This is an optimization exercise on Yosys and OpenROAD, whose aim is small area, not a production implementation. Function was checked by simulation only, so behaviour that the tests miss may differ from the original. Power figures rest on the tool's default switching activity, not on a simulated workload.

==> juniper: inputs <==
## Game_trinity
module Game_trinity (SW, B1, B2, CLK, RST, LED, HEX0, HEX1, HEX2, HEX3, HEX4, HEX5);
input [9:0] SW;
input B1, CLK, B2, RST;
output reg [0:6] HEX0, HEX1, HEX2, HEX3, HEX4, HEX5;
output reg [9:0] LED;
localparam [12:0] R_R = 13'd2365, R_L = 13'd2353, R_T = 13'd3929, R_M = 13'd7037;
localparam [11:0] T_R = 12'd1125, T_L = 12'd1639, T_T = 12'd2921, T_M = 12'd2554;
localparam [8:0]  G_R = 9'd447, G_L = 9'd171, G_T = 9'd197, G_M = 9'd302;
reg [12:0] rdiv;
reg [11:0] tdiv;
reg [8:0]  gdiv;
wire rtick = ((rdiv ^ R_T) & R_M) == 13'd0;
wire ttick = ((tdiv ^ T_T) & T_M) == 12'd0;
wire gtick = ((gdiv ^ G_T) & G_M) == 9'd0;
always @(posedge CLK)
	if (RST) rdiv <= R_R;
	else if (rtick) rdiv <= R_L;
	else rdiv <= {rdiv[11:0], rdiv[12] ^ rdiv[9]};
always @(posedge CLK)
	if (RST) tdiv <= T_R;
	else if (ttick) tdiv <= T_L;
	else tdiv <= {tdiv[10:0], tdiv[11] ^ tdiv[10]};
always @(posedge CLK)
	if (RST) gdiv <= G_R;
	else if (gtick) gdiv <= G_L;
	else gdiv <= {gdiv[7:0], gdiv[8] ^ gdiv[1]};
localparam [1:0] S0 = 2'd0, S1 = 2'd1, S2 = 2'd2, S3 = 2'd3;
reg [1:0] PS, NS;
reg [1:0] diff;			 
reg [3:0] score, Hs1, Hs2, Hs3, Hs4;
reg [3:0] count;		 
  ...
export LEC_CHECK = 0
export ABC_AREA = 1
export CAP_MARGIN = 20
export CORE_MARGIN = 2
export CORE_UTILIZATION = 45
export GPL_TIMING_DRIVEN = 0
export PLACE_DENSITY = 0.6
export SLEW_MARGIN = 20
create_clock -name core_clock -period 10.0 [get_ports {CLK}]
standard.sh (not shown) runs the stock make flow with config.mk's settings and CLKGATE_MAP_FILE= SYNTH_SCRIPT=/design/flow/synth_recipe.tcl, a recipe that flattens the netlist after the stock synthesis.
==> flow/flow/run.sh <==
#!/bin/bash
# Standard synthesis; then the combinational logic re-mapped for area by ABC (three seeds of
# the same script run side by side; the smallest netlist is kept), registers untouched and the
# result proven equivalent to the standard netlist; then the standard layout, with the smallest
# buffer cell on the ports and a clock tree of small buffers without dummy loads.
set -euo pipefail
YOSYS=$FLOW_HOME/../tools/install/yosys/bin/yosys
R=orfs/results/$FLOW_PLATFORM/Game_trinity/base
export RESYN_LIB=$FLOW_HOME/platforms/$FLOW_PLATFORM/lib/sky130_fd_sc_hd__tt_025C_1v80.lib
export RESYN_TOP=$FLOW_TOP RESYN_IN=$PWD/resyn_in.v

bash standard.sh synth > 1_standard_synth.log 2>&1
cp $R/1_2_yosys.v resyn_in.v
for s in 1 2 3; do
  RESYN_SCRIPT=$PWD/flow/resyn$s.abc RESYN_OUT=$PWD/resyn_out$s.v $YOSYS -c flow/resyn.tcl > 2_resyn$s.log 2>&1 &
done
wait
best=""; bestarea=""
for s in 1 2 3; do
  a=$(grep "Chip area for top module" 2_resyn$s.log | awk '{print $NF}' || true)
  if [[ -n "$a" && -s resyn_out$s.v ]]; then
    if [[ -z "$best" ]] || awk -v a="$a" -v b="$bestarea" 'BEGIN{exit !(a<b)}'; then best=$s; bestarea=$a; fi
  fi
done
echo "kept seed $best, area $bestarea" > 2_resyn_choice.log
cp resyn_out$best.v resyn_out.v
RESYN_OUT=$PWD/resyn_out.v $YOSYS -c flow/eqchk.tcl > 3_resyn_equiv.log 2>&1
cp resyn_out.v $R/1_2_yosys.v
rm -f $R/1_synth.odb $R/1_synth.sdc
bash standard.sh finish \
  BUFFER_PORTS_ARGS="-buffer_cell sky130_fd_sc_hd__buf_1" \
  CTS_ARGS="-sink_clustering_enable -repair_clock_nets -sink_clustering_size 32 -sink_clustering_max_diameter 200 -buf_list sky130_fd_sc_hd__clkbuf_4 -root_buf sky130_fd_sc_hd__clkbuf_8 -dont_use_dummy_load" \
  > 4_standard_finish.log 2>&1
==> flow/flow/eqchk.tcl <==
# Prove the re-mapped netlist equivalent to the standard synthesis netlist (same registers).
yosys -import
read_liberty -ignore_miss_func $::env(RESYN_LIB)
read_verilog $::env(RESYN_IN)
yosys rename $::env(RESYN_TOP) gold
read_verilog $::env(RESYN_OUT)
yosys rename $::env(RESYN_TOP) gate
hierarchy -check
flatten
yosys rename -hide gold/w:_* gate/w:_*
opt_clean
equiv_make gold gate equiv
hierarchy -top equiv
equiv_simple -seq 1
equiv_induct
equiv_status -assert
==> flow/flow/resyn.tcl <==
# Re-map the combinational logic of the standard synthesis netlist with a stronger
# area-oriented ABC script. The flip-flop instances (names, cells, Q nets) are kept as they are.
yosys -import
set lib $::env(RESYN_LIB)
read_liberty -ignore_miss_func $lib
read_verilog $::env(RESYN_IN)
hierarchy -top $::env(RESYN_TOP)
foreach ff [list sky130_fd_sc_hd__dfxtp_1 sky130_fd_sc_hd__dfxtp_2 sky130_fd_sc_hd__dfxtp_4] {
  setattr -mod -set keep_hierarchy 1 $ff
}
yosys rename -hide c:_*
flatten
opt_clean -purge
stat
abc -liberty $lib -script $::env(RESYN_SCRIPT) -dont_use *lpflow* -dont_use *probe*
opt_clean -purge
hilomap -singleton -hicell sky130_fd_sc_hd__conb_1 HI -locell sky130_fd_sc_hd__conb_1 LO
splitnets
insbuf -buf sky130_fd_sc_hd__buf_1 A X
opt_clean -purge
stat -liberty $lib
select -module $::env(RESYN_TOP)
write_verilog -noexpr -noattr -nohex -nodec -selected $::env(RESYN_OUT)
==> flow/flow/resyn1.abc <==
strash
&get -n
&deepsyn -T 40 -S 1
&put
dch -f
amap
strash
&get -n
&deepsyn -T 40 -S 1
&put
dch -f
amap
topo
==> flow/flow/resyn2.abc <==
strash
&get -n
&deepsyn -T 40 -S 2
&put
dch -f
amap
strash
&get -n
&deepsyn -T 40 -S 2
&put
dch -f
amap
topo
==> flow/flow/resyn3.abc <==
strash
&get -n
&deepsyn -T 40 -S 3
&put
dch -f
amap
strash
&get -n
&deepsyn -T 40 -S 3
&put
dch -f
amap
topo
==> amber: changes against juniper <==
--- a/flow/design.v
+++ b/flow/design.v
@@ -273,56 +273,65 @@
 	S0: NS = (!B1 & !W) ? S1 : S0;
 	S1: NS = cp ? S3 : (W ? S2 : S1);
 	default: NS = (SW[5:0] == 6'd0 & count == 4'd0) ? S0 : PS;
 	endcase
 always @(posedge CLK)
 	if (RST) PS <= S0;
 	else PS <= NS;
-reg [3:0] read;
-always @(*)
-	case (SW[9:8])
-	2'd0: read = Hs1;
-	2'd1: read = Hs2;
-	2'd2: read = Hs3;
-	default: read = Hs4;
-	endcase
-function [0:6] sym;
+function [0:6] seg;
 	input [3:0] v;
-	sym =
+	seg =
 		(v == 4'd0) ? 7'h01 :
 		(v == 4'd1) ? 7'h4F :
 		(v == 4'd2) ? 7'h12 :
 		(v == 4'd3) ? 7'h06 :
 		(v == 4'd4) ? 7'h4C :
 		(v == 4'd5) ? 7'h24 :
 		(v == 4'd6) ? 7'h20 :
 		(v == 4'd7) ? 7'h0F :
 		(v == 4'd8) ? 7'h00 :
 		(v == 4'd9) ? 7'h04 :
-		(v == 4'd11) ? 7'h7E :
-		(v == 4'd12) ? 7'h3F :
-		(v == 4'd13) ? 7'h77 :
-		(v == 4'd14) ? 7'h42 :
 		7'h7F;
 endfunction
-wire [3:0] ssym = (score[3] & (score[2] | score[1])) ? 4'd10 : score;
-wire [3:0] rsym = (read[3] & (read[2] | read[1])) ? 4'd10 : read;
-reg [3:0] y0, y1, y2, y3, y4, y5;
+function [0:6] seg3;
+	input [2:0] v;
+	seg3 =
+		(v == 3'd0) ? 7'h01 :
+		(v == 3'd1) ? 7'h4F :
+		(v == 3'd2) ? 7'h12 :
+		(v == 3'd3) ? 7'h06 :
+		(v == 3'd4) ? 7'h4C :
+		(v == 3'd5) ? 7'h24 :
+		(v == 3'd6) ? 7'h20 :
+		7'h0F;
+endfunction
+reg [3:0] read;
+always @(*)
+	case (SW[9:8])
+	2'd0: read = Hs1;
+	2'd1: read = Hs2;
+	2'd2: read = Hs3;
+	default: read = Hs4;
+	endcase
 always @(*)
 	case (PS)
 	S0: begin
-		y0 = 4'd11; y1 = 4'd11; y2 = 4'd11; y4 = 4'd11;
-		y3 = B2 ? 4'd11 : rsym;
-		y5 = B2 ? ssym : 4'd14;
+		HEX0 = 7'h7E; HEX1 = 7'h7E; HEX2 = 7'h7E; HEX4 = 7'h7E;
+		if (B2) begin HEX3 = 7'h7E; HEX5 = seg(score); end
+		else begin HEX3 = seg(read); HEX5 = 7'h42; end
 	end
 	S1: begin
-		y0 = {1'b0, V[2:0]}; y1 = {1'b0, V[5:3]}; y2 = {1'b0, V[8:6]};
-		y3 = {1'b0, V[11:9]}; y4 = {1'b0, V[14:12]}; y5 = {1'b0, V[17:15]};
+		HEX0 = seg3(V[2:0]);
+		HEX1 = seg3(V[5:3]);
+		HEX2 = seg3(V[8:6]);
+		HEX3 = seg3(V[11:9]);
+		HEX4 = seg3(V[14:12]);
+		HEX5 = seg3(V[17:15]);
+	end
+	S2: begin
+		HEX0 = 7'h3F; HEX1 = 7'h3F; HEX2 = 7'h3F; HEX3 = 7'h3F; HEX4 = 7'h3F; HEX5 = 7'h3F;
+	end
+	default: begin
+		HEX0 = 7'h77; HEX1 = 7'h77; HEX2 = 7'h77; HEX3 = 7'h77; HEX4 = 7'h77; HEX5 = 7'h77;
 	end
-	S2: begin y0 = 4'd12; y1 = 4'd12; y2 = 4'd12; y3 = 4'd12; y4 = 4'd12; y5 = 4'd12; end
-	default: begin y0 = 4'd13; y1 = 4'd13; y2 = 4'd13; y3 = 4'd13; y4 = 4'd13; y5 = 4'd13; end
 	endcase
-always @(*) begin
-	HEX0 = sym(y0); HEX1 = sym(y1); HEX2 = sym(y2);
-	HEX3 = sym(y3); HEX4 = sym(y4); HEX5 = sym(y5);
-end
 endmodule
==> flow/flow/run.sh (replaced) <==
#!/bin/bash
# Standard synthesis, then the combinational logic re-mapped for area (registers untouched,
# proven equivalent), then the standard layout with the smallest buffer cell on the ports and
# a clock tree of small buffers without dummy loads.
set -euo pipefail
YOSYS=$FLOW_HOME/../tools/install/yosys/bin/yosys
R=orfs/results/$FLOW_PLATFORM/Game_trinity/base
export RESYN_LIB=$FLOW_HOME/platforms/$FLOW_PLATFORM/lib/sky130_fd_sc_hd__tt_025C_1v80.lib
export RESYN_TOP=$FLOW_TOP RESYN_IN=$PWD/resyn_in.v RESYN_OUT=$PWD/resyn_out.v RESYN_SCRIPT=$PWD/flow/resyn.abc

bash standard.sh synth > 1_standard_synth.log 2>&1
cp $R/1_2_yosys.v resyn_in.v
$YOSYS -c flow/resyn.tcl > 2_resyn.log 2>&1
$YOSYS -c flow/eqchk.tcl > 3_resyn_equiv.log 2>&1
cp resyn_out.v $R/1_2_yosys.v
rm -f $R/1_synth.odb $R/1_synth.sdc
bash standard.sh finish \
  BUFFER_PORTS_ARGS="-buffer_cell sky130_fd_sc_hd__buf_1" \
  CTS_ARGS="-sink_clustering_enable -repair_clock_nets -sink_clustering_size 32 -sink_clustering_max_diameter 200 -buf_list sky130_fd_sc_hd__clkbuf_4 -root_buf sky130_fd_sc_hd__clkbuf_8 -dont_use_dummy_load" \
  > 4_standard_finish.log 2>&1
==> flow/flow/resyn.abc (new file) <==
strash
&get -n
&deepsyn -T 60
&put
dch -f
amap
topo
--- a/flow/flow/resyn.tcl
+++ b/flow/flow/resyn.tcl
@@ -12,12 +12,12 @@
 flatten
 opt_clean -purge
 stat
 abc -liberty $lib -script $::env(RESYN_SCRIPT) -dont_use *lpflow* -dont_use *probe*
 opt_clean -purge
 hilomap -singleton -hicell sky130_fd_sc_hd__conb_1 HI -locell sky130_fd_sc_hd__conb_1 LO
 splitnets
-insbuf -buf sky130_fd_sc_hd__buf_1 A X
+insbuf -buf sky130_fd_sc_hd__buf_4 A X
 opt_clean -purge
 stat -liberty $lib
 select -module $::env(RESYN_TOP)
 write_verilog -noexpr -noattr -nohex -nodec -selected $::env(RESYN_OUT)
- CORE_UTILIZATION: 45 -> 40
- GPL_TIMING_DRIVEN: 0 -> unset
removed: flow/flow/resyn1.abc
removed: flow/flow/resyn2.abc
removed: flow/flow/resyn3.abc
==> notes.md <==
metric	amber	juniper
Clk_skew	0.0356 ns	0.0488 ns
Number of gates on the worst path with buffers counted	9	17
Clock share of power	28.0%	26.3%
Routed wire length on met3	1480 um	1260 um
Clock Network Area Fraction	1.92%	1.98%
Aggregate routed wire length	20300 um	18500 um
Cell with the largest stage delay on the worst path	nor2_1	dfxtp_1
Global placement routability congestion	0.970	0.999
Clock period minus final worst setup slack	6.27 ns	7.01 ns
Overall track demand over capacity in global routing	24.7%	25.6%
Largest stage delay, worst path	0.84 ns	0.50 ns
Tcrit/Tclk final	62.7%	70.1%
NonClk Buf Share	3.73%	4.09%
Core Area	15300 um2	13300 um2
Vias after detailed routing	6902	6682
Outcome	complete, no violations	complete, no violations
Combinational gate power	120 uW	141 uW
Number of cells produced by synthesis	913	858

==> static timing again, ports no longer ideal <==
Ports are ideal in the flow. The routed layouts listed here were re-timed in OpenROAD. Step 1 (the two cells are an assumption about what drives the block):
set clk [get_ports {CLK}]
set_driving_cell -lib_cell sky130_fd_sc_hd__clkbuf_16 $clk
set_driving_cell -lib_cell sky130_fd_sc_hd__buf_2 [delete_from_list [all_inputs] $clk]
Step 2 moves the port delays by t, midway between the first and last clock arrival at a register: inputs arrive t later, outputs are due t later. That takes back most of the time a late clock gives input paths. Three values: ideal, step 1, step 2; two values: the first two.
run	t (ns)	slack for setup (ns)	worst data-port slew with drivers (ns)
juniper	0.428	2.990 / 2.953 / 3.180	0.03
amber	0.429	3.726 / 3.687 / 3.798	0.04
After both steps setup and hold are still met in every run listed.
